What follows belongs to an exercise in optimizing a design on an open flow for small area; a production flow would make more cautious choices.
Where RTL was checked, it was by simulation tests only, not by an equivalence proof against the original.
Function not checked in runs 1 to 3: the RTL went through the layout flow alone.
Power is estimated from default activity; no workload was simulated.

===== flow/design.v =====
module floppy_track_encoder (
	input             clk,
	input             ready,
	input             _reset,
	input             side,
	input             sides,
	input      [6:0]  track,
	output     [21:0] addr,
	input      [7:0]  idata,
	output     [6:0]  odata    
);
	localparam STATE_SYN0 = 4'd0;
	localparam STATE_ADDR = 4'd1;
	localparam STATE_SYN1 = 4'd2;
	localparam STATE_DHDR = 4'd3;
	localparam STATE_DZRO = 4'd4;
	localparam STATE_DPRE = 4'd5;
	localparam STATE_DATA = 4'd6;
	localparam STATE_DSUM = 4'd7;
	localparam STATE_DTRL = 4'd8;
	localparam STATE_WAIT = 4'd15;
	reg [3:0] state;
	reg [9:0] count;
	reg [3:0] sector;
	wire sSYN0 = state == STATE_SYN0;
	wire sADDR = state == STATE_ADDR;
	wire sSYN1 = state == STATE_SYN1;
	wire sDHDR = state == STATE_DHDR;
	wire sDZRO = state == STATE_DZRO;
	wire sDPRE = state == STATE_DPRE;
	wire sDATA = state == STATE_DATA;
	wire sDSUM = state == STATE_DSUM;
	wire sDTRL = state == STATE_DTRL;
	wire sWAIT = state == STATE_WAIT;
	wire [1:0] cnt = count[1:0];
	wire [2:0] z = track[6:4];
	wire [3:0] r = track[3:0];
	wire [3:0] spt = 4'd12 - {1'b0, z};
	reg [9:0] kz;
	always @(*) begin
		case (z)
			3'd0: kz = 10'd0;
			3'd1: kz = 10'd192;
			3'd2: kz = 10'd368;
			3'd3: kz = 10'd528;
			default: kz = 10'd672;
		endcase
	end
	wire [9:0] soff = kz + r * spt;
	wire [10:0] upper = { 1'b0, soff } + (sides ? { 1'b0, soff } : 11'd0) +
	                    (side ? { 7'd0, spt } : 11'd0) + { 7'd0, sector };
	reg [10:0] addr_hi;
	always @(posedge clk) addr_hi <= upper;
	reg [8:0] src_offset;
	reg       src_inc;
	always @(posedge clk) begin
		src_inc <= ready & strobe;
		if (!_reset)
			src_offset <= 9'd0;
		else if (src_inc)
			src_offset <= src_offset + 9'd1;
	end
	assign addr = { 2'b00, addr_hi, src_offset };
	wire hi = count[9] & count[7] & count[5];
	wire strobe = (sDPRE & (cnt != 2'd3)) |
	              (sDATA & (cnt != 2'd3) & !(hi & (count[3] | (count[1] & count[2]))));
	wire upd    = sDPRE | (sDATA & !(hi & (count[3] | (cnt == 2'd3 & count[2]))));
	wire x2clr  = sDATA & hi & count[2] & (cnt == 2'd3);
	reg [7:0] data_latch;
	always @(posedge clk) if (ready && strobe) data_latch <= idata;
	reg [7:0] ca, cb, cc;
	reg       cx;
	reg [7:0] x0, x1, x2;
	wire step1 = cnt == 2'd1;
	wire [7:0] xop = step1 ? { ca[6:0], ca[7] } : ca;
	wire [8:0] sum = { 1'b0, cc } + { 1'b0, data_latch } + { 8'd0, step1 ? ca[7] : cx };
	wire [7:0] nx = data_latch ^ xop;
	wire step = ready & upd & (cnt != 2'd0);
	always @(posedge clk) begin
		if (sDHDR) begin
			ca <= 8'd0;
			cb <= 8'd0;
			cc <= 8'd0;
		end else if (step) begin
			ca <= sum[7:0];
			cb <= xop;
			cc <= cb;
			cx <= sum[8];
		end
	end
	always @(posedge clk) begin
		if (step && cnt == 2'd1) x0 <= nx;
		if (step && cnt == 2'd2) x1 <= nx;
		if (step && cnt == 2'd3) x2 <= nx;
		if (ready && x2clr) x2[7:6] <= 2'b00;
	end
	wire [5:0] nib_out =
		(cnt == 2'd1) ? x0[5:0] :
		(cnt == 2'd2) ? x1[5:0] :
		(cnt == 2'd3) ? x2[5:0] :
		{ x0[7:6], x1[7:6], x2[7:6] };
	wire [5:0] dsum =
		(cnt == 2'd0) ? { cb[7:6], ca[7:6], cc[7:6] } :
		(cnt == 2'd1) ? cb[5:0] :
		(cnt == 2'd2) ? ca[5:0] :
		cc[5:0];
	wire [5:0] track_hi = { side, 4'b0000, track[6] };
	wire [5:0] format = { sides, 5'h2 };
	wire [5:0] sec6 = { 2'b00, sector };
	wire [5:0] checksum = track[5:0] ^ sec6 ^ track_hi ^ format;
	reg mark;       
	reg markAA;     
	reg [5:0] si;
	always @(*) begin
		mark = 1'b0;
		markAA = 1'b0;
		si = 6'h3f;
		case (state)
			STATE_ADDR: begin
				case (count[3:0])
					4'd0: mark = 1'b1;
					4'd1: begin mark = 1'b1; markAA = 1'b1; end
					4'd2: si = 6'h00;
					4'd3: si = track[5:0];
					4'd4: si = sec6;
					4'd5: si = track_hi;
					4'd6: si = format;
					4'd7: si = checksum;
					4'd8: si = 6'h27;
					default: begin mark = 1'b1; markAA = 1'b1; end
				endcase
			end
			STATE_DHDR: begin
				case (cnt)
					2'd0: mark = 1'b1;
					2'd1: begin mark = 1'b1; markAA = 1'b1; end
					2'd2: si = 6'h0b;
					default: si = sec6;
				endcase
			end
			STATE_DZRO, STATE_DPRE: si = 6'h00;
			STATE_DATA: si = nib_out;
			STATE_DSUM: si = dsum;
			STATE_DTRL: begin
				case (cnt)
					2'd0: si = 6'h27;
					2'd1: begin mark = 1'b1; markAA = 1'b1; end
					default: si = 6'h3f;
				endcase
			end
			default: si = 6'h3f;
		endcase
	end
	reg [6:0] gcr;
	always @(*) begin
		case (si)
			6'h00: gcr = 7'h16; 6'h01: gcr = 7'h17; 6'h02: gcr = 7'h1a; 6'h03: gcr = 7'h1b;
			6'h04: gcr = 7'h1d; 6'h05: gcr = 7'h1e; 6'h06: gcr = 7'h1f; 6'h07: gcr = 7'h26;
			6'h08: gcr = 7'h27; 6'h09: gcr = 7'h2b; 6'h0a: gcr = 7'h2c; 6'h0b: gcr = 7'h2d;
			6'h0c: gcr = 7'h2e; 6'h0d: gcr = 7'h2f; 6'h0e: gcr = 7'h32; 6'h0f: gcr = 7'h33;
			6'h10: gcr = 7'h34; 6'h11: gcr = 7'h35; 6'h12: gcr = 7'h36; 6'h13: gcr = 7'h37;
			6'h14: gcr = 7'h39; 6'h15: gcr = 7'h3a; 6'h16: gcr = 7'h3b; 6'h17: gcr = 7'h3c;
			6'h18: gcr = 7'h3d; 6'h19: gcr = 7'h3e; 6'h1a: gcr = 7'h3f; 6'h1b: gcr = 7'h4b;
			6'h1c: gcr = 7'h4d; 6'h1d: gcr = 7'h4e; 6'h1e: gcr = 7'h4f; 6'h1f: gcr = 7'h53;
			6'h20: gcr = 7'h56; 6'h21: gcr = 7'h57; 6'h22: gcr = 7'h59; 6'h23: gcr = 7'h5a;
			6'h24: gcr = 7'h5b; 6'h25: gcr = 7'h5c; 6'h26: gcr = 7'h5d; 6'h27: gcr = 7'h5e;
			6'h28: gcr = 7'h5f; 6'h29: gcr = 7'h65; 6'h2a: gcr = 7'h66; 6'h2b: gcr = 7'h67;
			6'h2c: gcr = 7'h69; 6'h2d: gcr = 7'h6a; 6'h2e: gcr = 7'h6b; 6'h2f: gcr = 7'h6c;
			6'h30: gcr = 7'h6d; 6'h31: gcr = 7'h6e; 6'h32: gcr = 7'h6f; 6'h33: gcr = 7'h72;
			6'h34: gcr = 7'h73; 6'h35: gcr = 7'h74; 6'h36: gcr = 7'h75; 6'h37: gcr = 7'h76;
			6'h38: gcr = 7'h77; 6'h39: gcr = 7'h79; 6'h3a: gcr = 7'h7a; 6'h3b: gcr = 7'h7b;
			6'h3c: gcr = 7'h7c; 6'h3d: gcr = 7'h7d; 6'h3e: gcr = 7'h7e; default: gcr = 7'h7f;
		endcase
	end
	assign odata = mark ? (markAA ? 7'h2a : 7'h55) : gcr;
	wire last =
		(sSYN0 & count[5] & count[4] & count[2] & count[1] & count[0]) |   
		(sADDR & count[3] & count[0]) |                                    
		(sSYN1 & count[2]) |                                               
		((sDHDR | sDPRE | sDSUM) & count[1] & count[0]) |                  
		(sDZRO & count[3] & count[1] & count[0]) |                         
		(sDATA & count[9] & count[7] & count[5] & count[3] & count[1]) |   
		(sDTRL & count[1]) |                                               
		sWAIT;
	always @(posedge clk or negedge _reset) begin
		if (!_reset) begin
			count <= 10'd0;
			state <= STATE_SYN0;
			sector <= 4'd0;
		end else if (ready) begin
			count <= last ? 10'd0 : count + 10'd1;
			case (state)
				STATE_SYN0: if (last) state <= STATE_ADDR;
				STATE_ADDR: if (last) state <= STATE_SYN1;
				STATE_SYN1: if (last) state <= STATE_DHDR;
				STATE_DHDR: if (last) state <= STATE_DZRO;
				STATE_DZRO: if (last) state <= STATE_DPRE;
				STATE_DPRE: if (last) state <= STATE_DATA;
				STATE_DATA: if (last) state <= STATE_DSUM;
				STATE_DSUM: if (last) state <= STATE_DTRL;
				STATE_DTRL: if (last) state <= STATE_WAIT;
				default: begin
					state <= STATE_SYN0;
					if ((sector == spt - 4'd2) || (sector == spt - 4'd1))
						sector <= { 3'd0, !sector[0] };
					else
						sector <= sector + 4'd2;
				end
			endcase
		end
	end
endmodule
module floppy
(
	input clk,
	input cep,
	input cen,
	input _reset,
	input ca0,
	input ca1,
	input ca2,
	input SEL,
	input lstrbEdge,          
	input rdSide0,            
	input rdSide1,            
	input byteTime,           
	input _enable,
	output [7:0] readData,
	output reg newByteReady,
	input insertDisk,
	input diskSides,
	output diskEject,
	output motor,
	output [21:0] dskReadAddr,
	input dskReadAck,
	input [7:0] dskReadData
);
	reg dirtn, cstin, motoron, tach;
	reg [6:0] driveTrack;
	reg driveSide;
	assign motor = ~motoron;
	reg dskReadAckD;
	always @(posedge clk) if (cen) dskReadAckD <= dskReadAck;
	reg [7:0] dskReadDataLatch;
	always @(posedge clk) if (cep && dskReadAckD) dskReadDataLatch <= dskReadData;
	wire [6:0] dskReadDataEnc;
	reg old_newByteReady;
	always @(posedge clk) old_newByteReady <= newByteReady;
	floppy_track_encoder enc
	(
		.clk    ( clk ),
		.ready  ( ~old_newByteReady & newByteReady ),
		._reset ( _reset ),
		.side   ( driveSide ),
		.sides  ( diskSides ),
		.track  ( driveTrack ),
		.addr   ( dskReadAddr ),
		.idata  ( dskReadDataLatch ),
		.odata  ( dskReadDataEnc )
	);
	reg       imageValid;
	reg [6:0] diskImageData;
	reg [6:0] diskDataIn;
	always @(posedge clk or negedge _reset) begin
		if (_reset == 0) begin
			driveSide <= 0;
			imageValid <= 1'b0;
			diskDataIn <= 7'h7F;
			newByteReady <= 1'b0;
		end else if (cep) begin
			if (byteTime && imageValid) begin
				diskDataIn <= diskImageData;
				newByteReady <= 1'b1;
				imageValid <= 1'b0;
			end else begin
				newByteReady <= 1'b0;
				if (dskReadAck)
					imageValid <= 1'b1;
			end
			if (rdSide0) driveSide <= 0;
			if (rdSide1) driveSide <= 1;
		end
	end
	always @(posedge clk)
		if (cep && !(byteTime && imageValid) && dskReadAck)
			diskImageData <= dskReadDataEnc;
	wire [3:0] driveReadAddr = { ca2, ca1, ca0, SEL };
	wire rdData = { ca2, ca1, ca0 } == 3'b100;
	reg regBit;
	always @(*) begin
		case (driveReadAddr)
			4'd0:  regBit = dirtn;
			4'd1:  regBit = cstin;
			4'd2:  regBit = 1'b1;
			4'd4:  regBit = motoron;
			4'd5:  regBit = driveTrack != 7'd0;
			4'd7:  regBit = tach;
			4'd12: regBit = 1'b1;
			default: regBit = 1'b0;
		endcase
	end
	assign readData[7] = _enable | rdData | regBit;
	assign readData[6:0] = _enable ? 7'h7F : rdData ? diskDataIn : 7'h00;
	wire [2:0] driveWriteAddr = { ca1, ca0, SEL };
	wire wr = cep & ~_enable & lstrbEdge;
	always @(posedge clk or negedge _reset) begin
		if (_reset == 1'b0) begin
			dirtn <= 1'b0;
			motoron <= 1'b1;
		end else begin
			if (wr && driveWriteAddr == 3'd0) dirtn <= ca2;
			if (wr && driveWriteAddr == 3'd4) motoron <= ca2;
		end
	end
	reg [23:0] ej;
	wire ejHi = |ej[23:1];
	assign diskEject = ej[0] | ejHi;
	wire ejectNow = wr && driveWriteAddr == 3'd6 && ca2;
	always @(posedge clk or negedge _reset) begin
		if (_reset == 1'b0) begin
			cstin <= 1'b1;
			ej <= 24'd0;
		end else if (cep) begin
			if (ejectNow) begin
				cstin <= 1'b1;
				ej <= 24'd2;
			end else if (insertDisk) begin
				cstin <= 1'b0;
			end else begin
				ej <= { ej[22:2], ej[1], ej[0] & ejHi, ej[23] ^ ej[22] ^ ej[21] ^ ej[16] };
			end
		end
	end
	always @(posedge clk or negedge _reset) begin
		if (_reset == 1'b0) begin
			driveTrack <= 0;
		end else if (wr && driveWriteAddr == 3'd2 && ca2 == 1'b0) begin
			if (dirtn == 1'b0 && driveTrack != 7'h4F)
				driveTrack <= driveTrack + 1'b1;
			if (dirtn == 1'b1 && driveTrack != 0)
				driveTrack <= driveTrack - 1'b1;
		end
	end
	reg [13:0] tachTimer;
	reg [13:0] tachEnd;
	always @(*) begin
		case (driveTrack[6:4])
			3'd0: tachEnd = 14'h162d;
			3'd1: tachEnd = 14'h103b;
			3'd2: tachEnd = 14'h02e1;
			3'd3: tachEnd = 14'h0129;
			default: tachEnd = 14'h33bf;
		endcase
	end
	wire tachFb = tachTimer[13] ^ tachTimer[12] ^ tachTimer[11] ^ tachTimer[1] ^ (tachTimer[12:0] == 13'd0);
	always @(posedge clk or negedge _reset) begin
		if (_reset == 1'b0) begin
			tach <= 1'b0;
			tachTimer <= 0;
		end else if (cep) begin
			if (tachTimer == tachEnd) begin
				tachTimer <= 0;
				tach <= ~tach;
			end else begin
				tachTimer <= { tachTimer[12:0], tachFb };
			end
		end
	end
endmodule
module iwm
(
	input clk,
	input cep,
	input cen,
	input _reset,
	input selectIWM,
	input _cpuRW,
	input _cpuLDS,
	input [15:0] dataIn,
	input [3:0] cpuAddrRegHi,
	input SEL,  
	input driveSel,  
	output [15:0] dataOut,
	input [1:0] insertDisk,
	output [1:0] diskEject,
	input [1:0] diskSides,
	output [1:0] diskMotor,
	output [1:0] diskAct,
	output [21:0] dskReadAddrInt,
	input dskReadAckInt,
	output [21:0] dskReadAddrExt,
	input dskReadAckExt,
	input [7:0] dskReadData
);
	reg [7:0] dataOutLo;
	assign dataOut = { 8'hBE, dataOutLo };
	reg ca0, ca1, ca2, lstrb, selectExternalDrive, q6, q7;
	reg diskEnableExt, diskEnableInt;
	reg [7:0] readDataLatch;
	reg [4:0] iwmMode;
	wire access = selectIWM & ~_cpuLDS;
	wire [7:0] hit = access ? (8'd1 << cpuAddrRegHi[3:1]) : 8'd0;
	wire bitVal = cpuAddrRegHi[0];
	wire q6Next = hit[6] ? bitVal : q6;
	wire q7Next = hit[7] ? bitVal : q7;
	wire selectExternalDriveNext = hit[5] ? bitVal : selectExternalDrive;
	always @(posedge clk or negedge _reset) begin
		if (_reset == 1'b0) begin
			ca0 <= 0;
			ca1 <= 0;
			ca2 <= 0;
			lstrb <= 0;
			diskEnableExt <= 0;
			diskEnableInt <= 0;
			selectExternalDrive <= 0;
			q6 <= 0;
			q7 <= 0;
		end else begin
			if (hit[0]) ca0 <= bitVal;
			if (hit[1]) ca1 <= bitVal;
			if (hit[2]) ca2 <= bitVal;
			if (hit[3]) lstrb <= bitVal;
			if (hit[4] && selectExternalDrive) diskEnableExt <= bitVal;
			if (hit[4] && !selectExternalDrive) diskEnableInt <= bitVal;
			selectExternalDrive <= selectExternalDriveNext;
			q6 <= q6Next;
			q7 <= q7Next;
		end
	end
	reg lstrbPrev;
	always @(posedge clk) if (cep) lstrbPrev <= lstrb;
	wire lstrbEdge = lstrb == 1'b0 && lstrbPrev == 1'b1;
	assign diskAct = { lstrbEdge, lstrbEdge };
	wire rdSide0 = { ca2, ca1, ca0, SEL } == 4'd8 && lstrb == 1'b0;
	wire rdSide1 = { ca2, ca1, ca0, SEL } == 4'd9 && lstrb == 1'b0;
	reg [6:0] byteTimer;
	wire byteLow0 = byteTimer[5:0] == 6'd0;
	wire byteTime = byteLow0 & ~byteTimer[6];
	always @(posedge clk or negedge _reset) begin
		if (_reset == 1'b0)
			byteTimer <= 7'd0;
		else if (cep)
			byteTimer <= { byteTimer[5:0], byteTimer[6] ^ byteTimer[5] ^ byteLow0 };
	end
	wire newByteReadyInt, newByteReadyExt;
	wire [7:0] readDataInt, readDataExt;
	floppy floppyInt
	(
		.clk(clk), .cep(cep), .cen(cen), ._reset(_reset),
		.ca0(ca0), .ca1(ca1), .ca2(ca2), .SEL(SEL),
		.lstrbEdge(lstrbEdge), .rdSide0(rdSide0), .rdSide1(rdSide1), .byteTime(byteTime),
		._enable(~(diskEnableInt & driveSel)),
		.readData(readDataInt),
		.newByteReady(newByteReadyInt),
		.insertDisk(insertDisk[0]),
		.diskSides(diskSides[0]),
		.diskEject(diskEject[0]),
		.motor(diskMotor[0]),
		.dskReadAddr(dskReadAddrInt),
		.dskReadAck(dskReadAckInt),
		.dskReadData(dskReadData)
	);
	floppy floppyExt
	(
		.clk(clk), .cep(cep), .cen(cen), ._reset(_reset),
		.ca0(ca0), .ca1(ca1), .ca2(ca2), .SEL(SEL),
		.lstrbEdge(lstrbEdge), .rdSide0(rdSide0), .rdSide1(rdSide1), .byteTime(byteTime),
		._enable(~diskEnableExt),
		.readData(readDataExt),
		.newByteReady(newByteReadyExt),
		.insertDisk(insertDisk[1]),
		.diskSides(diskSides[1]),
		.diskEject(diskEject[1]),
		.motor(diskMotor[1]),
		.dskReadAddr(dskReadAddrExt),
		.dskReadAck(dskReadAckExt),
		.dskReadData(dskReadData)
	);
	wire [7:0] readData = selectExternalDrive ? readDataExt : readDataInt;
	wire newByteReady = selectExternalDrive ? newByteReadyExt : newByteReadyInt;
	wire sense = selectExternalDriveNext ? readDataExt[7] : readDataInt[7];
	always @(*) begin
		case ({ q7Next, q6Next })
			2'b00: dataOutLo = readDataLatch;
			2'b01: dataOutLo = { sense, 1'b0, diskEnableExt & diskEnableInt, iwmMode };
			2'b10: dataOutLo = 8'hC0;
			default: dataOutLo = 8'h00;
		endcase
	end
	always @(posedge clk or negedge _reset) begin
		if (_reset == 1'b0)
			iwmMode <= 0;
		else if (cen && !_cpuRW && access && q7Next && q6Next && !(diskEnableExt | diskEnableInt))
			iwmMode <= dataIn[4:0];
	end
	wire iwmRead = _cpuRW & access;
	reg [3:0] readLatchClearTimer;
	always @(posedge clk or negedge _reset) begin
		if (_reset == 1'b0) begin
			readDataLatch <= 0;
			readLatchClearTimer <= 0;
		end else if (cen) begin
			if (readLatchClearTimer != 0)
				readLatchClearTimer <= readLatchClearTimer - 1'b1;
			if (iwmRead && readDataLatch[7])
				readLatchClearTimer <= 4'hD;
			if (newByteReady)
				readDataLatch <= readData;
			else if (readLatchClearTimer == 4'd1)
				readDataLatch <= 0;
		end
	end
endmodule

===== flow/run.sh =====
#!/bin/bash
# synth_recipe.tcl (not shown) runs the flow's synth.tcl, then flattens the netlist and writes it again
# the make line also repeats each setting of config.mk as NAME=value (left out here)
make -C /OpenROAD-flow-scripts/flow DESIGN_CONFIG=/design/flow/config.mk WORK_HOME=/design/flow/orfs CLKGATE_MAP_FILE= SYNTH_SCRIPT=/design/flow/synth_recipe.tcl finish

===== flow/config.mk =====
export PLATFORM = sky130hd
export DESIGN_NAME = iwm
export DESIGN_NICKNAME = iwm
export VERILOG_FILES = /design/flow/design.v
export SDC_FILE = /design/flow/constraint.sdc
export NUM_CORES = 4
export LEC_CHECK = 0
export ABC_AREA = 1
export CAP_MARGIN = 20
export CORE_MARGIN = 2
export CORE_UTILIZATION = 40
export SLEW_MARGIN = 20

===== flow/constraint.sdc =====
create_clock -name core_clock -period 10.0 [get_ports {clk}]
set_input_delay 2.0000 -clock core_clock [delete_from_list [all_inputs] [get_ports {clk}]]
set_output_delay 2.0000 -clock core_clock [all_outputs]
set_load 0.01 [all_outputs]

==> out/qor.txt, run 1 <==
Fin. Hold Viols: 0
Hold Crit Depth: 0
result of the run: timing/DRC/antenna clean
pwr dens: 256 nW/um2
Mapped Area: 22,700 um2
Fmax: 152 MHz
gr busiest metal: met2
Final Setup Violations: 0
PortBufs: 85
GRT Total Usage: 18.9%
row count: 87
Area Growth Syn to Fin: 12.9%
Min-Delay Startpoint: floppyExt.newByteReady$_DFFE_PN0P_
Post-DRT Antenna Nets: 0
Initial Util: 40.3%
FF+latch area: 9450 um2
Yosys warning total: 3
fin. max-slew vios: 0
WL/cell: 15.0 um
RD Place Congestion: 0.860
Max-Cap Viols: 0
layout cells sized above 1: 6.75%
core region area: 56,200 um2
DP HPWL: 40,200 um
Slew @ Worst Pin: 0.895 ns
DRT Pass-1 Iters: 8
biggest area consumer among synthesized cells: dfrtp_1
vias in the first global route: 18,400
Setup WS post-layout: 3.44 ns
Critical R2R Launch: floppyInt.driveTrack[4]$_DFFE_PN0P_
Cells after Synth: 2,852
Resized cells post-CTS: 0
Die Span Y: 242 um
first-pass GRT wire length: 92,000 um
clk latency of the worst-skew pair: 0.58 ns
Fillers: 5,548
CP max-delay cell: clkdlybuf4s50_1
Yosys cell types: 53
DRC violations left: 0
CP max stage delay: 0.59 ns
pre-CTS setup slack: 3.46 ns
worst clock skew: 0.0231 ns
CTS buffer count: 44
Avg Cell Area, Syn: 7.94 um2
TNS Setup: 0 ns
initial antenna violation count: 3
Critical Path AT: 4.56 ns
worst min path class: register to register
met3 Resource Use GR: 3.06%
crit-path cells: clkdlybuf4s50_1, inv_1, nor2_1, nand2_1, nor3_1, o21a_1, inv_1, nor2_1, nand2_1, o21ai_0, clkdlybuf4s50_1
crit-path max FO: 7
post-synthesis register bit count: 377
leak pwr: 11.6 nW
vias: 18,900
Most used DFF post-synth: dfrtp_1
Worst R2R Path Depth: 24
register area share after synthesis: 41.7%
multi-input logic area: 11,300 um2
CTS sink cnt: 377
Post-Route WL: 55,500 um
root buffer cell: clkbuf_16
post-synth top area share: 18.6%
hold buffers post-CTS: 0
grt ovf: 0
clock tree buffer depth: 3
CTS tree: yes
Async S/R FF share, synth: 49.3%
chip width: 242 um
number of synthesized flops with an enable pin: 95
# IOs: 109
Tmin final: 6.56 ns
Rel. slew slack: 39.8%
top post-synthesis cells by area: dfrtp_1, edfxtp_1, nand2_1
Tcrit/Tclk final: 65.6%
Req. time, crit path: 8.00 ns
GRT met1 Usage: 24.7%
DRT iter0 DRCs: 1,353
Worst Setup SP: selectIWM
DR vias/cell: 5.10
Nets: 3,111
Worst setup EP type: primary output
Clock Pin Slew Worst Setup and Hold Paths: 0.06 ns
Placed Cells: 3,621
Hold WS: 0.375 ns
maximum number of pins on one net before global-route repair: 84
Non-Filler Instances: 3,705
die area: 58,600 um2
CTS H-tree lvls: 2
CP Class: primary input to primary output
RSZ-0062 raised after global routing: no
GR Util met2: 31.8%
Post CTS Setup Buffer Count: 0
startpoint types: primary input
maximum VDD drop: 0.218 mV
-- cell usage in the layout (no fill, tap or decap), types with 8 or more instances in the layout --
master and n:
nor4_1 20, nor3_1 33, nand2_1 602, o21ai_0 216, buf_4 10, inv_2 25
mux2_2 13, nor2_1 271, a31oi_1 15, clkbuf_8 8, xnor2_1 36, clkdlybuf4s50_1 83
dfstp_2 18, nor2_2 18, edfxtp_1 95, o21ai_1 27, fa_1 36, ha_1 120
nand2_2 16, xor2_1 76, clkbuf_1 9, inv_1 360, nand4_1 28, o22ai_1 60
dfrtp_1 168, nand3_1 183, a211oi_1 8, or2_2 10, dfxtp_1 96, clkbuf_16 44
a21oi_1 144, conb_1 15, o211ai_1 9
-- through the flow --
stage | instance area (um2) | util, % | total power, W
final | 25600 | 45.5 | 0.00654
after global routing | 25600 | 45.5 | 0.00712
after floorplan | 22700 | - | 0.00415
after global placement | 24100 | 42.8 | 0.00486
after detailed placement | 24100 | 42.8 | 0.00493
after CTS | 25600 | 45.5 | 0.00663
-- power by group --
group	switching [W]	internal, W
Clock	0.000674	0.000980
Combinational	0.00171	0.00112
Sequential	0.000191	0.00187
-- cells by family after synthesis --
group | synth area share (%)
other | 0.0332
xor gates and xnor gates | 4.33
muxes | 0.823
buffers and inverters | 8.69
and+or+nand+nor | 22.7
AOI/OAI and AO/OA | 11.8
adders and majority gates | 9.81
DFF | 41.7
-- flip-flops by register name, summed over array words and instances, names as in the netlist, 9 cells and up --
| signal | cells |
|---|---|
| floppyExt.ej | 24 |
| floppyExt.tachTimer | 14 |
| floppyExt.enc.src_offset | 9 |
| floppyExt.enc.count | 10 |
| floppyInt.enc.addr_hi | 11 |
| floppyInt.enc.count | 10 |
| floppyInt.enc.src_offset | 9 |
| floppyInt.ej | 24 |
| floppyExt.enc.addr_hi | 11 |
| floppyInt.tachTimer | 14 |
-- routing by layer --
layer / up-vias / routed length, um
li1: 9429 / -
met3: 94 / 2610
met5: - / 21
met4: 4 / 1380
met2: 414 / 26500
met1: 8936 / 25000
-- area by class of cell --
type,count,area share (%)
Multi-Input combinational cell,2005,44.1
Antenna cell,1,0.00978
Sequential cell,377,36.9
Clock buffer,60,4.81
Inverter,388,5.69
Tap cell,756,3.70
Timing Repair Buffer,96,3.66
Clock inverter,22,1.06
-- worst max-delay path, delay by kind of cell --
| kind | cells | cell delay, ns |
|---|---|---|
| AND/OR/NAND/NOR | 5 | 0.95 |
| AO/OA/AOI/OAI | 2 | 0.45 |
| buffers and inverters | 4 | 1.16 |
-- synthesized netlist by cell type, types with 2 or more instances --
cell type and instances:
buf_1 6, a21boi_0 3, nand3_2 5, nor3_1 33, edfxtp_1 95, nand3_1 183
and3_1 4, fa_1 36, clkbuf_1 37, buf_6 5, xor2_1 76, ha_1 120
o211ai_1 9, a21oi_1 146, conb_1 2, inv_2 25, or2_2 10, nand3b_1 5
o21bai_1 5, o21ai_1 27, dfxtp_1 96, clkinv_1 3, xnor2_1 36, a22oi_1 2
nor2_4 5, buf_2 23, nand4_1 28, buf_4 24, o21a_1 2, nand2_2 16
a31oi_1 15, nor4_1 20, inv_1 360, dfstp_2 18, o22ai_1 60, a211oi_1 8
dfrtp_1 168, mux2i_1 4, nor3b_1 3, nand2_1 602, o21ai_0 216, mux2_2 13
nor2_1 271, nor2_2 18
-- final timing paths --
path,end,slack [ns]
hold reg to reg,floppyExt.old_newByteReady$_DFF_P_,0.38
max in group asynchronous,floppyInt.ej[10]$_DFFE_PN0P_,7.12
min in group asynchronous,floppyExt.enc.count[5]$_DFFE_PN0P_,1.47
setup reg to reg,floppyInt.enc.addr_hi[8]$_DFF_P_,3.63
hold / removal,floppyExt.old_newByteReady$_DFF_P_,0.38
setup / recovery,dataOut[7],3.44
==> run 2, diff against run 1 <==
--- a/flow/config.mk
+++ b/flow/config.mk
@@ -5,7 +5,6 @@
 export SDC_FILE = /design/flow/constraint.sdc
 export NUM_CORES = 4
 export LEC_CHECK = 0
-export ABC_AREA = 1
 export CAP_MARGIN = 20
 export CORE_MARGIN = 2
 export CORE_UTILIZATION = 40
==> out/qor.txt, run 2 <==
synth cell count leaders: nand2_1, dfrtp_1, inv_1, nor2_1, ha_1
Most used DFF post-synth: dfrtp_1
die area: 58,700 um2 (+0.24%)
Worst R2R Path Depth: 23 (-4.2%)
CTS tree: yes
layout cells sized above 1: 8.26% (+1.5 points)
DRT Pass-1 Iters: 6 (-2)
register area share after synthesis: 41.6% (-0.10 points)
clk latency of the worst-skew pair: 0.59 ns (about the same)
Worst setup EP type: primary output
TNS Setup: 0 ns (unchanged)
row count: 87 (unchanged)
Initial Util: 40.3% (about the same)
CTS sink cnt: 377 (unchanged)
chip width: 242 um (+0.12%)
Yosys cell types: 91 (+72%)
Critical Path Stages: 10 (-1)
CP max stage delay: 0.75 ns (+0.16 ns)
biggest area consumer among synthesized cells: dfrtp_1
RD Place Congestion: 0.886 (+3.1%)
Fin. Hold Viols: 0 (unchanged)
Tmin final: 7.09 ns (+0.534 ns)
pwr dens: 181 nW/um2 (-29%)
WL/cell: 17.0 um (+14%)
maximum VDD drop: 0.136 mV (-38%)
WP buf/inv: 3 (-1)
initial antenna violation count: 2 (-1)
number of synthesized flops with an enable pin: 95 (unchanged)
root buffer cell: clkbuf_16
Post-DRT Antenna Nets: 0 (unchanged)
startpoint types: primary input
DP HPWL: 38,400 um (-4.6%)
Hold Crit Depth: 0 (unchanged)
PortBufs: 85 (unchanged)
Clock Pin Slew Worst Setup and Hold Paths: 0.06 ns (about the same)
Fmax: 141 MHz (-7.5%)
Tcrit/Tclk final: 70.9% (+5.3 points)
crit-path max FO: 8 (+1)
DR vias/cell: 5.43 (+6.7%)
Final Setup Violations: 0 (unchanged)
vias: 17,300 (-8.1%)
Nets: 2,595 (-17%)
Rel. slew slack: 31.2% (-8.6 points)
post-synth top area share: 18.5% (-0.045 points)
leak pwr: 10.5 nW (-9.1%)
# IOs: 109 (unchanged)
worst clock skew: 0.0120 ns (-0.0111 ns)
clock tree buffer depth: 3 (unchanged)
result of the run: timing/DRC/antenna clean
leading cell type in the layout, fill and taps excluded: nand2_1
top-count cell post-synth: nand2_1
DRC violations left: 0 (unchanged)
Async S/R FF share, synth: 49.3% (unchanged)
first-pass GRT wire length: 90,100 um (-2.1%)
Critical Path AT: 5.09 ns (+0.53 ns)
most frequent cells in the layout: nand2_1, dfrtp_1, inv_1
Yosys warning total: 3 (unchanged)
vias in the first global route: 17,200 (-6.5%)
Cells after Synth: 2,360 (-17%)
core region area: 56,300 um2 (+0.19%)
Req. time, crit path: 8.00 ns (about the same)
RSZ-0062 raised after global routing: no
top post-synthesis cells by area: dfrtp_1, edfxtp_1, dfxtp_1
Post-Route WL: 54,400 um (-2.0%)
worst min path class: register to register
DRT iter0 DRCs: 1,135 (-16%)
cell mode on critical path: clkdlybuf4s50_1
Avg Cell Area, Syn: 9.62 um2 (+21%)
Slew @ Worst Pin: 1.03 ns (+0.137 ns)
Die Span Y: 242 um (+0.12%)
Mapped Area: 22,700 um2 (+0.24%)
Resized cells post-CTS: 0 (unchanged)
Post CTS Setup Buffer Count: 0 (unchanged)
CTS H-tree lvls: 2 (unchanged)
CP Class: primary input to primary output
CTS buffer count: 45 (+2.3%)
CP delay by family, top: buffers and inverters
fin. max-slew vios: 0 (unchanged)
hold buffers post-CTS: 0 (unchanged)
Max-Cap Viols: 0 (unchanged)
area post-placement: 24,100 um2 (+0.25%)
post-synthesis register bit count: 377 (unchanged)
registers with the most flip-flops: floppyExt.ej (24), floppyInt.ej (24)
Area Growth Syn to Fin: 13.1%
crit-path cells: clkdlybuf4s50_1, nor2b_1, nand2_1, nor3b_1, mux2i_1, inv_1, and3_1, a21oi_1, nor2_1, clkdlybuf4s50_1
grt ovf: 0 (unchanged)
final instance area: 25,700 um2 (+0.41%)
Fillers: 5,315 (-4.2%)
CP max-delay cell: mux2i_1
GRT Total Usage: 18.4% (-0.42 points)
maximum number of pins on one net before global-route repair: 86 (+2.4%)
run 2: kinds of logic after synthesis:
family                     share of synthesized area (%)
and+or+nand+nor                                     15.2
buffers and inverters                               5.64
other                                             0.0331
muxes                                               6.55
xor gates and xnor gates                            4.94
DFF                                                 41.6
AOI/OAI and AO/OA                                   16.2
adders and majority gates                           9.79
run 2: worst paths after layout:
path / start / to / slack (ns)
min reg2reg: floppyInt.dskReadDataLatch[5]$_DFFE_PP_ / floppyInt.enc.data_latch[5]$_DFFE_PP_ / 0.42
max reg2reg: floppyInt.driveTrack[4]$_DFFE_PN0P_ / floppyInt.enc.addr_hi[10]$_DFF_P_ / 3.68
max in group asynchronous: _reset / floppyInt.enc.state[1]$_DFFE_PN0P_ / 7.18
max: selectIWM / dataOut[5] / 2.91
min: floppyInt.dskReadDataLatch[5]$_DFFE_PP_ / floppyInt.enc.data_latch[5]$_DFFE_PP_ / 0.42
min in group asynchronous: _reset / floppyExt.tachTimer[1]$_DFFE_PN0P_ / 1.44
run 2: power by group:
| part | internal (W) | switching [W] | leakage [nW] |
|---|---|---|---|
| Sequential | 0.00177 | 0.000208 | 4.02 |
| Clock | 0.00101 | 0.000687 | 0.746 |
| Combinational | 0.000426 | 0.000561 | 5.78 |
run 2: metrics by stage:
stage | hold slack (ns) | utilization [%] | power (W) | std cells | setup WS [ns]
after floorplan | 0.368 | - | 0.00268 | 2373 | 4.15
after global placement | 0.405 | 42.9 | 0.00296 | 3105 | 2.97
after detailed placement | 0.407 | 42.9 | 0.00298 | 3105 | 2.94
after CTS | 0.421 | 45.6 | 0.00471 | 3189 | 2.93
after global routing | 0.426 | 45.6 | 0.00491 | 3191 | 2.62
final | 0.420 | 45.6 | 0.00466 | 3192 | 2.91
run 2: metal layers:
metal / vias up / track usage, % / part of all wire (%)
li1: 8465 / - / -
met1: 8384 / 25.0 / 46
met2: 409 / 29.9 / 46
met3: 87 / 2.89 / 4.9
met4: 0 / 6.43 / 2.7
met5: - / 0 / 0
run 2: cell type report:
type                       count  area (um2)  share of cell area [%]
tap                          756         946                    3.68
multi-input combinational   1697       12100                    47.0
clock buffer                  57        1230                    4.80
clock inverter                27         320                    1.25
inverter                     166         623                    2.43
timing repair buffer         109        1030                    4.01
sequential                   377        9450                    36.8
antenna                        3        7.51                  0.0292
run 2: worst register-to-register path, stage by stage (launching register included):
cell	delay (ns)
dfrtp_1	0.68
inv_1	0.25
ha_1	0.29
ha_1	0.42
nand2b_1	0.21
fa_1	0.52
inv_1	0.06
fa_1	0.48
ha_1	0.31
ha_1	0.29
inv_1	0.09
nor2_1	0.07
fa_1	0.54
inv_1	0.05
fa_1	0.51
inv_1	0.04
ha_1	0.32
a21oi_1	0.21
o21bai_1	0.09
a21oi_1	0.21
nor2_1	0.07
a21oi_1	0.21
o21ai_0	0.14
xnor2_1	0.14
==> run 3, diff against run 2 <==
--- a/flow/config.mk
+++ b/flow/config.mk
@@ -5,7 +5,9 @@
 export SDC_FILE = /design/flow/constraint.sdc
 export NUM_CORES = 4
 export LEC_CHECK = 0
+export ABC_AREA = 1
 export CAP_MARGIN = 20
 export CORE_MARGIN = 2
 export CORE_UTILIZATION = 40
+export CTS_BUF_LIST = sky130_fd_sc_hd__clkbuf_4
 export SLEW_MARGIN = 20
==> out/qor.txt, run 3 <==
result of the run: timing/DRC/antenna clean
Reg power frac: 32.7% (-9.6 points)
Cells after Synth: 2,852 (+21%)
vias in the first global route: 19,000 (+10%)
Post CTS Setup Buffer Count: 0 (unchanged)
clock tree buffer depth: 3 (unchanged)
xor and xnor fraction of the mapped netlist area: 4.33% (-0.61 points)
root buffer cell: clkbuf_4
compound-cell area share of the yosys netlist: 11.8% (-4.4 points)
adder-cell share of the synthesized area: 9.81% (+0.024 points)
register area share after synthesis: 41.7% (+0.10 points)
Post-Route WL: 56,300 um (+3.5%)
core region area: 56,200 um2 (-0.19%)
Clock Power Share: 22.5% (-14 points)
GRT Total Usage: 19.2% (+0.78 points)
# IOs: 109 (unchanged)
DP HPWL: 40,200 um (+4.9%)
leading cell type in the layout, fill and taps excluded: nand2_1
number of synthesized flops with an enable pin: 95 (unchanged)
Initial Util: 40.3% (about the same)
Yosys warning total: 3 (unchanged)
RSZ-0062 raised after global routing: no
DRT Pass-1 Iters: 5 (-1)
top-count cell post-synth: nand2_1
Nets: 3,169 (+22%)
mux share of post-synthesis cell area: 0.823% (-5.7 points)
crit-path cells: clkdlybuf4s50_1, inv_1, nor2_1, nand2_1, nor3_1, o21a_1, inv_1, nor2_1, nand2_1, o21ai_0, clkdlybuf4s50_1
final instance area: 25,400 um2 (-0.94%)
Rel. slew slack: 39.2% (+8.0 points)
Switch Pwr: 0.00259 W (+78%)
Simple-Gate Fraction of Synth Area: 22.7% (+7.5 points)
pre-CTS setup slack: 3.46 ns (+0.523 ns)
crit-path max FO: 7 (-1)
Req. time, crit path: 8.00 ns (about the same)
worst min path class: register to register
Fin. Hold Viols: 0 (unchanged)
top post-synthesis cells by area: dfrtp_1, edfxtp_1, nand2_1
post-synthesis register bit count: 377 (unchanged)
CTS sink cnt: 377 (unchanged)
Clock Pin Slew Worst Setup and Hold Paths: 0.06 ns (about the same)
Async S/R FF share, synth: 49.3% (unchanged)
vias: 19,300 (+11%)
Tmin final: 6.54 ns (-0.557 ns)
Logic pwr share: 44.8% (+24 points)
chip width: 242 um (-0.12%)
maximum VDD drop: 0.201 mV (+48%)
Setup WS post-layout: 3.46 ns (+0.557 ns)
Post-DRT Antenna Nets: 0 (unchanged)
fin. max-slew vios: 0 (unchanged)
Fillers: 5,639 (+6.1%)
Yosys cell types: 53 (-42%)
clk latency of the worst-skew pair: 0.86 ns (+0.27 ns)
leak pwr: 11.7 nW (+11%)
biggest area consumer among synthesized cells: dfrtp_1
post-synth top area share: 18.6% (+0.045 points)
Internal: 0.00372 W (+16%)
largest family of logic cells by synthesized area: simple AND/OR/NAND/NOR gates
die area: 58,600 um2 (-0.24%)
Fmax: 153 MHz (+8.5%)
TNS Setup: 0 ns (unchanged)
most frequent cells in the layout: nand2_1, inv_1, nor2_1
Resized cells post-CTS: 0 (unchanged)
area post-placement: 24,100 um2 (-0.25%)
DR vias/cell: 5.05 (-7.1%)
startpoint types: primary input
DRC violations left: 0 (unchanged)
Die Span Y: 242 um (-0.12%)
grt ovf: 0 (unchanged)
worst clock skew: 0.0714 ns (+0.0594 ns)
Max-Cap Viols: 0 (unchanged)
registers with the most flip-flops: floppyExt.ej (24), floppyInt.ej (24)
Final Setup Violations: 0 (unchanged)
Mapped Area: 22,700 um2 (-0.24%)
RD Place Congestion: 0.860 (-3.0%)
layout cells sized above 1: 9.42% (+1.2 points)
CTS H-tree lvls: 3 (+1)
Slew @ Worst Pin: 0.904 ns (-0.128 ns)
pwr dens: 248 nW/um2 (+37%)
CP max-delay cell: clkdlybuf4s50_1
switch share: 41.0% (+9.7 points)
Critical Path AT: 4.54 ns (-0.55 ns)
WL/cell: 14.8 um (-13%)
Worst setup EP type: primary output
synth cell count leaders: nand2_1, inv_1, nor2_1, o21ai_0, nand3_1
Area Growth Syn to Fin: 12.3%
CP max stage delay: 0.58 ns (-0.17 ns)
first-pass GRT wire length: 93,400 um (+3.7%)
CP Class: primary input to primary output
row count: 87 (unchanged)
initial antenna violation count: 3 (+1)
Tcrit/Tclk final: 65.4% (-5.6 points)
Hold WS: 0.378 ns (-0.0416 ns)
PortBufs: 85 (unchanged)
Most used DFF post-synth: dfrtp_1
CTS tree: yes
hold buffers post-CTS: 0 (unchanged)
DRT iter0 DRCs: 1,314 (+16%)
maximum number of pins on one net before global-route repair: 84 (-2.3%)
Avg Cell Area, Syn: 7.94 um2 (-17%)
CTS buffer count: 102 (+130%)
## run 3: cell types whose count changed in the layout (fill, tap and decap cells not counted), sizes merged, moves of 41 or more
cell	before	now
nor2	156	294
mux2i	80	4
xnor2	87	36
nand3	40	188
mux2	60	13
nand2	239	619
o21ai	108	243
clkbuf	58	149
a22o	54	0
nand2b	41	0
inv	165	386
## run 3: power by group through the flow
stage          clock network (W)  registers [W]  logic, W
3_3_place_gp                   0        0.00209   0.00277
3_5_place_dp                   0        0.00209   0.00284
6_report                 0.00142        0.00206   0.00283
5_1_grt                  0.00156        0.00209   0.00328
4_1_cts                  0.00148        0.00206   0.00287
2_1_floorplan                  0        0.00203   0.00211
## run 3: worst paths after layout
| check | startpoint | end | slack, ns | cells after the start |
|---|---|---|---|---|
| min in group asynchronous | _reset | floppyExt.enc.count[1]$_DFFE_PN0P_ | 1.19 | 1 |
| max | selectIWM | dataOut[7] | 3.46 | 11 |
| min | floppyExt.newByteReady$_DFFE_PN0P_ | floppyExt.old_newByteReady$_DFF_P_ | 0.38 | 0 |
| max in group asynchronous | _reset | floppyExt.ej[23]$_DFFE_PN0P_ | 7.37 | 2 |
| max reg2reg | floppyInt.driveTrack[4]$_DFFE_PN0P_ | floppyInt.enc.addr_hi[8]$_DFF_P_ | 3.62 | 24 |
| min reg2reg | floppyExt.newByteReady$_DFFE_PN0P_ | floppyExt.old_newByteReady$_DFF_P_ | 0.38 | 0 |
## run 3: per-stage QoR
stage                     utilization (%)  power [W]  std cells
final                                45.3    0.00631       3815
after global routing                 45.3    0.00692       3814
after CTS                            45.3    0.00641       3811
after detailed placement             42.8    0.00493       3621
after global placement               42.8    0.00486       3621
after floorplan                         -    0.00415       2865
## run 3: worst max-delay path, delay by kind of cell
kind / cells / cell delay (ns)
AOI/OAI and AO/OA: 2 / 0.43
and+or+nand+nor: 5 / 0.96
buffers and inverters: 4 / 1.15
## run 3: area by class of cell
class | count | area, um2 | area share [%]
inverter | 388 | 1460 | 5.72
sequential | 377 | 9450 | 37.1
antenna | 3 | 7.51 | 0.0295
clock buffer | 148 | 1110 | 4.37
timing repair buffer | 96 | 936 | 3.68
tap | 756 | 946 | 3.72
multi-input combinational | 2005 | 11300 | 44.4
clock inverter | 42 | 248 | 0.974
## run 3: cells by family after synthesis
logic type               Yosys count
AO/OA/AOI/OAI                    499
other                              2
buffers and inverters            483
XOR/XNOR                         112
multiplexers                      17
adder cells (fa/ha/maj)          156
flip-flops                       377
AND/OR/NAND/NOR                 1206
## run 3: per-layer routing
metal | GRT usage (%) | vias to the layer above | wire (um)
met5 | 0 | - | 7
met4 | 7.23 | 2 | 1320
met3 | 3.78 | 105 | 2860
met2 | 32.3 | 480 | 26900
met1 | 24.5 | 9039 | 25200
li1 | - | 9631 | -
==> run 4, diff against run 3 <==
--- a/flow/design.v
+++ b/flow/design.v
@@ -36,19 +36,32 @@
 	wire [2:0] z = track[6:4];
 	wire [3:0] r = track[3:0];
 	wire [3:0] spt = 4'd12 - {1'b0, z};
-	reg [9:0] kz;
+	reg [6:0] kq;   
 	always @(*) begin
 		case (z)
-			3'd0: kz = 10'd0;
-			3'd1: kz = 10'd192;
-			3'd2: kz = 10'd368;
-			3'd3: kz = 10'd528;
-			default: kz = 10'd672;
+			3'd0: kq = 7'd0;
+			3'd1: kq = sides ? 7'd24 : 7'd12;
+			3'd2: kq = sides ? 7'd46 : 7'd23;
+			3'd3: kq = sides ? 7'd66 : 7'd33;
+			default: kq = sides ? 7'd84 : 7'd42;
 		endcase
 	end
-	wire [9:0] soff = kz + r * spt;
-	wire [10:0] upper = { 1'b0, soff } + (sides ? { 1'b0, soff } : 11'd0) +
-	                    (side ? { 7'd0, spt } : 11'd0) + { 7'd0, sector };
+	wire [4:0] q = sides ? { r, side } : r + side;
+	wire [6:0] q4 = (z == 3'd0) ? { q, 2'b00 } : (z == 3'd1 || z == 3'd2) ? { 1'b0, q, 1'b0 } : 7'd0;
+	wire [4:0] q1 = (z == 3'd1 || z == 3'd3) ? q : 5'd0;
+	wire [10:0] ta = { kq, sector }, tb = { 3'b0, q, 3'b000 }, tc = { 4'b0, q4 }, td = { 6'b0, q1 };
+	wire [10:0] s1 = ta ^ tb ^ tc;
+	wire [10:0] c1 = { (ta[9:0] & tb[9:0]) | (ta[9:0] & tc[9:0]) | (tb[9:0] & tc[9:0]), 1'b0 };
+	wire [10:0] s2 = s1 ^ c1 ^ td;
+	wire [10:0] c2 = { (s1[9:0] & c1[9:0]) | (s1[9:0] & td[9:0]) | (c1[9:0] & td[9:0]), 1'b0 };
+	wire [11:0] rc;
+	wire [10:0] upper;
+	assign rc[0] = 1'b0;
+	genvar gi;
+	generate for (gi = 0; gi < 11; gi = gi + 1) begin : rip
+		assign upper[gi] = s2[gi] ^ c2[gi] ^ rc[gi];
+		assign rc[gi+1] = (s2[gi] & c2[gi]) | (rc[gi] & (s2[gi] ^ c2[gi]));
+	end endgenerate
 	reg [10:0] addr_hi;
 	always @(posedge clk) addr_hi <= upper;
 	reg [8:0] src_offset;
--- a/flow/config.mk
+++ b/flow/config.mk
@@ -9,5 +9,7 @@
 export CAP_MARGIN = 20
 export CORE_MARGIN = 2
 export CORE_UTILIZATION = 40
-export CTS_BUF_LIST = sky130_fd_sc_hd__clkbuf_4
+export CTS_BUF_LIST = sky130_fd_sc_hd__clkbuf_8
+export CTS_CLUSTER_DIAMETER = 50
+export CTS_CLUSTER_SIZE = 20
 export SLEW_MARGIN = 20
==> out/qor.txt, run 4 <==
Worst R2R Path Depth: 17 (-29%)
register area share after synthesis: 43.0% (+1.2 points)
Yosys warning total: 3 (unchanged)
Area Growth Syn to Fin: 10.5%
Switch Pwr: 0.00204 W (-21%)
Rel. slew slack: 38.6% (-0.63 points)
metal1 wirelength: 24,500 um (-2.8%)
Post-Route WL: 53,000 um (-5.9%)
DR vias/cell: 5.13 (+1.6%)
cell mode on critical path: fa_1
met3 routed WL: 2490 um (-13%)
Slew @ Worst Pin: 0.922 ns (+0.0178 ns)
Internal: 0.00312 W (-16%)
worst min path class: register to register
DRC violations left: 0 (unchanged)
result of the run: timing/DRC/antenna clean
maximum VDD drop: 0.111 mV (-45%)
row count: 85 (-2.3%)
Tmin final: 6.63 ns (+0.0952 ns)
Max-Cap Viols: 0 (unchanged)
Post-DRT Antenna Nets: 0 (unchanged)
Final Util: 44.9% (-0.41 points)
biggest area consumer among synthesized cells: dfrtp_1
Post CTS Setup Buffer Count: 0 (unchanged)
FF+latch area: 9450 um2 (unchanged)
Fin. Hold Viols: 0 (unchanged)
capture point of the worst reg-to-reg path: floppyInt.enc.addr_hi[10]$_DFF_P_
Most used DFF post-synth: dfrtp_1
Yosys cell types: 56 (+5.7%)
top sig layer: met4
CTS sink cnt: 377 (unchanged)
CTS buffer count: 47 (-54%)
Die Span Y: 239 um (-1.4%)
top post-synthesis cells by area: dfrtp_1, edfxtp_1, nand2_1
Critical Path AT: 7.16 ns (+2.62 ns)
CP delay by family, top: adder cells
grt ovf: 0 (unchanged)
top-count cell post-synth: nand2_1
die area: 56,900 um2 (-2.9%)
RSZ-0062 raised after global routing: no
Reg power frac: 39.3% (+6.6 points)
TNS Setup: 0 ns (unchanged)
Resized cells post-CTS: 0 (unchanged)
fin. max-slew vios: 0 (unchanged)
post-synthesis register bit count: 377 (unchanged)
first-pass GRT wire length: 88,400 um (-5.4%)
most frequent cells in the layout: nand2_1, inv_1, nor2_1
Tcrit/Tclk final: 66.3% (+0.95 points)
WL/cell: 14.9 um (+1.2%)
Cells after Synth: 2,758 (-3.3%)
vias: 18,200 (-5.6%)
multi-input logic area: 10,600 um2 (-6.4%)
vias in the first global route: 17,900 (-5.6%)
GRT Total Usage: 18.8% (-0.45 points)
Clock Pin Slew Worst Setup and Hold Paths: 0.08 ns (+0.02 ns)
Critical Path Stages: 19 (+8)
crit-path max FO: 11 (+4)
layout cells sized above 1: 6.95% (-2.5 points)
wire length on met2: 24,700 um (-8.3%)
CTS tree: yes
hold buffers post-CTS: 0 (unchanged)
pwr dens: 212 nW/um2 (-14%)
PortBufs: 85 (unchanged)
WP buf/inv: 5 (+1)
maximum number of pins on one net before global-route repair: 73 (-13%)
Fmax: 151 MHz (-1.4%)
leading cell type in the layout, fill and taps excluded: nand2_1
Final Setup Violations: 0 (unchanged)
# IOs: 109 (unchanged)
RD Place Congestion: 0.857 (-0.33%)
post-synth top area share: 19.1% (+0.55 points)
synth cell count leaders: nand2_1, inv_1, nor2_1, o21ai_0, nand3_1
startpoint types: primary input
DRT Pass-1 Iters: 5 (unchanged)
worst clock skew: 0.0299 ns (-0.0415 ns)
Nets: 2,985 (-5.8%)
initial antenna violation count: 0 (-3)
DP HPWL: 38,700 um (-3.9%)
Fillers: 5,361 (-4.9%)
CTS H-tree lvls: 2 (-1)
root buffer cell: clkbuf_8
CP Class: primary input to register
number of synthesized flops with an enable pin: 95 (unchanged)
Worst setup EP type: register
Async S/R FF share, synth: 49.3% (unchanged)
Initial Util: 40.6% (+0.30 points)
clock tree buffer depth: 3 (unchanged)
chip width: 239 um (-1.4%)
Mapped Area: 22,000 um2 (-2.9%)
Critical R2R Launch: floppyInt.driveSide$_DFFE_PN0P_
clk latency of the worst-skew pair: 0.65 ns (-0.21 ns)
Clock Power Share: 23.9% (+1.4 points)
switch share: 39.6% (-1.4 points)
core region area: 54,100 um2 (-3.6%)
Logic pwr share: 36.8% (-8.0 points)
FF-to-FF setup slack: 4.23 ns (+0.61 ns)
leak pwr: 11.0 nW (-6.1%)
registers with the most flip-flops: floppyExt.ej (24), floppyInt.ej (24)
DRT iter0 DRCs: 1,003 (-24%)
Avg Cell Area, Syn: 7.98 um2 (+0.41%)
CP max-delay cell: clkdlybuf4s50_1
Worst Setup SP: diskSides[0]
CP max stage delay: 0.66 ns (+0.08 ns)
Req. time, crit path: 10.53 ns (+2.53 ns)
Critical Path Sink: floppyInt.enc.addr_hi[10]$_DFF_P_
crit-path cells: clkdlybuf4s50_1, inv_1, nor2_1, inv_1, o21ai_0, o22ai_1, ha_1, fa_1, fa_1, fa_1, fa_1, fa_1, inv_1, fa_1, fa_1, fa_1, inv_1, fa_1, xor2_1
run 4: cell families after synthesis:
family	share of synthesized area [%]
and+or+nand+nor	22.7
AOI/OAI and AO/OA	12.5
buffers and inverters	9.18
DFF	43.0
adders and majority gates	8.68
xor gates and xnor gates	3.34
muxes	0.654
other	0.0341
run 4: worst min-delay path by stage:
stage / cells past startpoint / from / slack [ns] / to
5_1_grt: 0 / floppyExt.newByteReady$_DFFE_PN0P_ / 0.41 / floppyExt.old_newByteReady$_DFF_P_
3_5_place_dp: 0 / floppyExt.newByteReady$_DFFE_PN0P_ / 0.37 / floppyExt.old_newByteReady$_DFF_P_
6_report: 0 / floppyExt.newByteReady$_DFFE_PN0P_ / 0.40 / floppyExt.old_newByteReady$_DFF_P_
4_1_cts: 0 / floppyExt.newByteReady$_DFFE_PN0P_ / 0.39 / floppyExt.old_newByteReady$_DFF_P_
3_3_place_gp: 0 / floppyExt.newByteReady$_DFFE_PN0P_ / 0.36 / floppyExt.old_newByteReady$_DFF_P_
2_1_floorplan: 0 / floppyExt.newByteReady$_DFFE_PN0P_ / 0.35 / floppyExt.old_newByteReady$_DFF_P_
run 4: final cells by class:
type | instances | share of cell area, %
clock inverter | 36 | 1.35
clock buffer | 52 | 2.94
timing repair buffer | 94 | 3.77
inverter | 384 | 5.96
tap | 696 | 3.58
antenna | 1 | 0.0103
sequential | 377 | 38.9
multi-input combinational | 1907 | 43.5
run 4: worst reg2reg max path, stage by stage, from the launching register on:
cell     delay, ns
dfrtp_1       0.71
ha_1          0.31
ha_1          0.24
o21ai_0       0.49
o22ai_1       0.18
ha_1          0.34
fa_1          0.51
fa_1          0.46
fa_1          0.40
fa_1          0.40
fa_1          0.37
inv_1         0.07
fa_1          0.21
fa_1          0.20
fa_1          0.17
inv_1         0.05
fa_1          0.37
xor2_1        0.16
run 4: metrics by stage:
| stage | instances | hold slack [ns] | setup WS (ns) | total power (W) | instance area, um2 |
|---|---|---|---|---|---|
| floorplan | 2768 | 0.347 | 3.69 | 0.00341 | 22000 |
| global placement | 3458 | 0.356 | 2.80 | 0.00390 | 23300 |
| detailed placement | 3458 | 0.366 | 2.71 | 0.00396 | 23300 |
| CTS | 3546 | 0.394 | 3.43 | 0.00523 | 24300 |
| global route | 3546 | 0.410 | 3.11 | 0.00559 | 24300 |
| finish | 3547 | 0.402 | 3.37 | 0.00516 | 24300 |
run 4: power groups by stage:
| stage | Clock, W | Sequential [W] | Combinational (W) |
|---|---|---|---|
| 5_1_grt | 0.00135 | 0.00206 | 0.00219 |
| 4_1_cts | 0.00129 | 0.00203 | 0.00192 |
| 3_5_place_dp | 0 | 0.00206 | 0.00190 |
| 2_1_floorplan | 0 | 0.00200 | 0.00141 |
| 6_report | 0.00123 | 0.00203 | 0.00190 |
| 3_3_place_gp | 0 | 0.00205 | 0.00185 |
run 4: routing by layer:
layer / up-vias / global-route usage (%)
met2: 376 / 31.5
met1: 8584 / 25.1
met5: - / 0
li1: 9131 / -
met3: 91 / 3.07
met4: 0 / 5.28
==> run 5, diff against run 4 <==
--- a/flow/config.mk
+++ b/flow/config.mk
@@ -9,7 +9,7 @@
 export CAP_MARGIN = 20
 export CORE_MARGIN = 2
 export CORE_UTILIZATION = 40
-export CTS_BUF_LIST = sky130_fd_sc_hd__clkbuf_8
-export CTS_CLUSTER_DIAMETER = 50
-export CTS_CLUSTER_SIZE = 20
+export CTS_BUF_LIST = sky130_fd_sc_hd__clkbuf_16
+export CTS_CLUSTER_DIAMETER = 60
+export CTS_CLUSTER_SIZE = 30
 export SLEW_MARGIN = 20
==> out/qor.txt, run 5 <==
leak pwr: 11.1 nW (+1.2%)
Critical Path AT: 7.17 ns (about the same)
vias: 18,200 (+0.077%)
Clock Pin Slew Worst Setup and Hold Paths: 0.09 ns (about the same)
register area share after synthesis: 43.0% (unchanged)
Die Span Y: 239 um (unchanged)
Rel. slew slack: 37.6% (-0.98 points)
post-synthesis register bit count: 377 (unchanged)
registers with the most flip-flops: floppyExt.ej (24), floppyInt.ej (24)
Mapped Area: 22,000 um2 (unchanged)
Post-Route WL: 53,000 um (about the same)
clk latency of the worst-skew pair: 0.59 ns (-0.06 ns)
CP delay by family, top: adder cells
Yosys cell types: 56 (unchanged)
Avg Cell Area, Syn: 7.98 um2 (unchanged)
RSZ-0062 raised after global routing: no
chip width: 239 um (unchanged)
Fmax: 149 MHz (-1.5%)
GRT Total Usage: 18.8% (about the same)
mux share of post-synthesis cell area: 0.654% (unchanged)
DRC violations left: 0 (unchanged)
FF-to-FF setup slack: 4.22 ns (about the same)
Tcrit/Tclk final: 67.3% (+1.0 points)
core region area: 54,100 um2 (unchanged)
PortBufs: 85 (unchanged)
Placed Cells: 3,458 (unchanged)
layout cells sized above 1: 6.46% (-0.49 points)
Cells after Synth: 2,758 (unchanged)
post-synth top area share: 19.1% (unchanged)
multi-input logic area: 10,600 um2 (unchanged)
Area Growth Syn to Fin: 12.0%
DP HPWL: 38,700 um (unchanged)
Final Util: 45.5% (+0.63 points)
DRT Pass-1 Iters: 7 (+2)
worst min path class: register to register
pwr dens: 222 nW/um2 (+4.8%)
Worst setup EP type: register
grt ovf: 0 (unchanged)
top post-synthesis cells by area: dfrtp_1, edfxtp_1, nand2_1
Slew @ Worst Pin: 0.936 ns (+0.0147 ns)
Initial Util: 40.6% (unchanged)
cell mode on critical path: fa_1
synth cell count leaders: nand2_1, inv_1, nor2_1, o21ai_0, nand3_1
Post-DRT Antenna Nets: 0 (unchanged)
CTS sink cnt: 377 (unchanged)
WL/cell: 15.0 um (+0.58%)
fin. max-slew vios: 0 (unchanged)
CTS buffer count: 38 (-19%)
root buffer cell: clkbuf_16
TNS Setup: 0 ns (unchanged)
Most used DFF post-synth: dfrtp_1
biggest area consumer among synthesized cells: dfrtp_1
WP buf/inv: 5 (unchanged)
CTS tree: yes
number of synthesized flops with an enable pin: 95 (unchanged)
startpoint types: primary input
DRT iter0 DRCs: 1,049 (+4.6%)
Non-Filler Instances: 3,529 (-0.51%)
row count: 85 (unchanged)
CP Class: primary input to register
RD Place Congestion: 0.857 (unchanged)
DR vias/cell: 5.16 (+0.59%)
maximum VDD drop: 0.144 mV (+30%)
top-count cell post-synth: nand2_1
CP max stage delay: 0.66 ns (about the same)
most frequent cells in the layout: nand2_1, inv_1, nor2_1
crit-path cells: clkdlybuf4s50_1, inv_1, nor2_1, inv_1, o21ai_0, o22ai_1, ha_1, fa_1, fa_1, fa_1, fa_1, fa_1, inv_1, fa_1, fa_1, fa_1, inv_1, fa_1, xor2_1
FF+latch area: 9450 um2 (unchanged)
Req. time, crit path: 10.44 ns (-0.09 ns)
Final Setup Violations: 0 (unchanged)
clock tree buffer depth: 3 (unchanged)
vias in the first global route: 17,800 (-0.57%)
Fin. Hold Viols: 0 (unchanged)
Yosys warning total: 3 (unchanged)
Max-Cap Viols: 0 (unchanged)
Fillers: 5,303 (-1.1%)
Nets: 2,976 (-0.30%)
worst clock skew: 0.0315 ns (+0.00160 ns)
Tmin final: 6.73 ns (+0.101 ns)
result of the run: timing/DRC/antenna clean
maximum number of pins on one net before global-route repair: 73 (unchanged)
CTS H-tree lvls: 2 (unchanged)
Post CTS Setup Buffer Count: 0 (unchanged)
hold buffers post-CTS: 0 (unchanged)
compound-cell area share of the yosys netlist: 12.5% (unchanged)
first-pass GRT wire length: 88,500 um (+0.19%)
CP max-delay cell: clkdlybuf4s50_1
die area: 56,900 um2 (unchanged)
leading cell type in the layout, fill and taps excluded: nand2_1
Resized cells post-CTS: 0 (unchanged)
crit-path max FO: 11 (unchanged)
Simple-Gate Fraction of Synth Area: 22.7% (unchanged)
Async S/R FF share, synth: 49.3% (unchanged)
adder-cell share of the synthesized area: 8.68% (unchanged)
# IOs: 109 (unchanged)
xor and xnor fraction of the mapped netlist area: 3.34% (unchanged)
initial antenna violation count: 0 (unchanged)
largest family of logic cells by synthesized area: simple AND/OR/NAND/NOR gates
==> run 5: power breakdown <==
part | total [W] | internal (W) | leakage, nW | switching [W]
Sequential | 0.00203 | 0.00184 | 3.98 | 0.000186
Combinational | 0.00190 | 0.000708 | 6.44 | 0.00119
Clock | 0.00156 | 0.000823 | 0.677 | 0.000734
==> run 5: kinds of logic (layout without fill, tap and decap cells) <==
| kind of cell | Yosys count | after routing |
|---|---|---|
| AND/OR/NAND/NOR | 1162 | 1162 |
| XOR/XNOR | 84 | 84 |
| multiplexers | 13 | 13 |
| other | 2 | 13 |
| adder cells (fa/ha/maj) | 131 | 131 |
| buffers and inverters | 484 | 548 |
| AO/OA/AOI/OAI | 505 | 505 |
| flip-flops | 377 | 377 |
==> run 5: worst register-to-register path, cell delays in order (launching register included) <==
cell and delay (ns):
dfrtp_1 0.71, ha_1 0.31, ha_1 0.24, o21ai_0 0.49, o22ai_1 0.18, ha_1 0.34, fa_1 0.51, fa_1 0.46
fa_1 0.40, fa_1 0.40, fa_1 0.37, inv_1 0.07, fa_1 0.21, fa_1 0.20, fa_1 0.17, inv_1 0.05
fa_1 0.37, xor2_1 0.16
==> run 5: area by class of cell <==
type	count	share of cell area, %
Tap cell	696	3.53
Multi-Input combinational cell	1907	42.9
Sequential cell	377	38.4
Antenna cell	1	0.0102
Clock buffer	39	3.96
Timing Repair Buffer	94	3.72
Clock inverter	31	1.66
Inverter	384	5.87
==> run 5: metal layers <==
| metal | vias to the layer above | global-route usage (%) | part of all wire, % |
|---|---|---|---|
| met5 | - | 0 | 0 |
| met4 | 0 | 4.92 | 2.1 |
| met3 | 79 | 2.89 | 4.3 |
| met2 | 352 | 31.6 | 47 |
| met1 | 8652 | 25.2 | 47 |
| li1 | 9113 | - | - |
==> run 5: worst paths after layout <==
path                                                         startpoint                                     to  cells after the start
worst max-delay path                                       diskSides[0]      floppyInt.enc.addr_hi[10]$_DFF_P_                     19
worst min-delay path            floppyExt.dskReadDataLatch[6]$_DFFE_PP_  floppyExt.enc.data_latch[6]$_DFFE_PP_                      0
worst max register to register          floppyInt.driveSide$_DFFE_PN0P_      floppyInt.enc.addr_hi[10]$_DFF_P_                     17
worst min register to register  floppyExt.dskReadDataLatch[6]$_DFFE_PP_  floppyExt.enc.data_latch[6]$_DFFE_PP_                      0
max in group asynchronous                                        _reset     floppyInt.enc.count[9]$_DFFE_PN0P_                      3
min in group asynchronous                                        _reset               byteTimer[5]$_DFFE_PN0P_                      1
==> run 5: per-stage QoR <==
step           instance area (um2)  setup WS, ns  power [W]  hold WS, ns
2_1_floorplan                22000          3.69    0.00341        0.347
3_3_place_gp                 23300          2.80    0.00390        0.356
3_5_place_dp                 23300          2.71    0.00396        0.366
4_1_cts                      24600          3.32    0.00555        0.412
5_1_grt                      24600          2.98    0.00591        0.428
6_report                     24600          3.27    0.00548        0.409

-- afterwards: timing with drivers on the ports --
How much do the figures lean on ideal ports? The routed layouts below were timed once more, with nothing changed but the port constraints. Step 1, drivers: a clkbuf_16 drives clk and a buf_2 each remaining input, both assumed. Step 2, shift: input delay + t, output delay - t, t = (earliest + latest rising clock arrival at the registers) / 2. This alone moves slack from input paths to output paths. Slacks: ideal ports / drivers / drivers and shift; pairs: ideal ports / drivers.
| run | t (ns) | slack for setup (ns) | slew at the worst register clock pin (ns) | cell pins on the clock port's net |
|---|---|---|---|---|
| run 1 | 0.621 | 3.439 / 3.415 / 3.415 | 0.07 / 0.07 | 1 |
| run 2 | 0.641 | 2.905 / 2.882 / 2.882 | 0.06 / 0.06 | 1 |
| run 3 | 0.879 | 3.462 / 3.439 / 3.439 | 0.08 / 0.08 | 1 |
| run 4 | 0.693 | 3.367 / 3.395 / 2.703 | 0.10 / 0.10 | 1 |
| run 5 | 0.629 | 3.266 / 3.298 / 2.669 | 0.09 / 0.09 | 1 |
After both steps setup and hold are still met in every run listed. For run 4, which loses most, drivers alone change the setup slack by +0.028 ns; drivers and shift together by -0.664 ns.
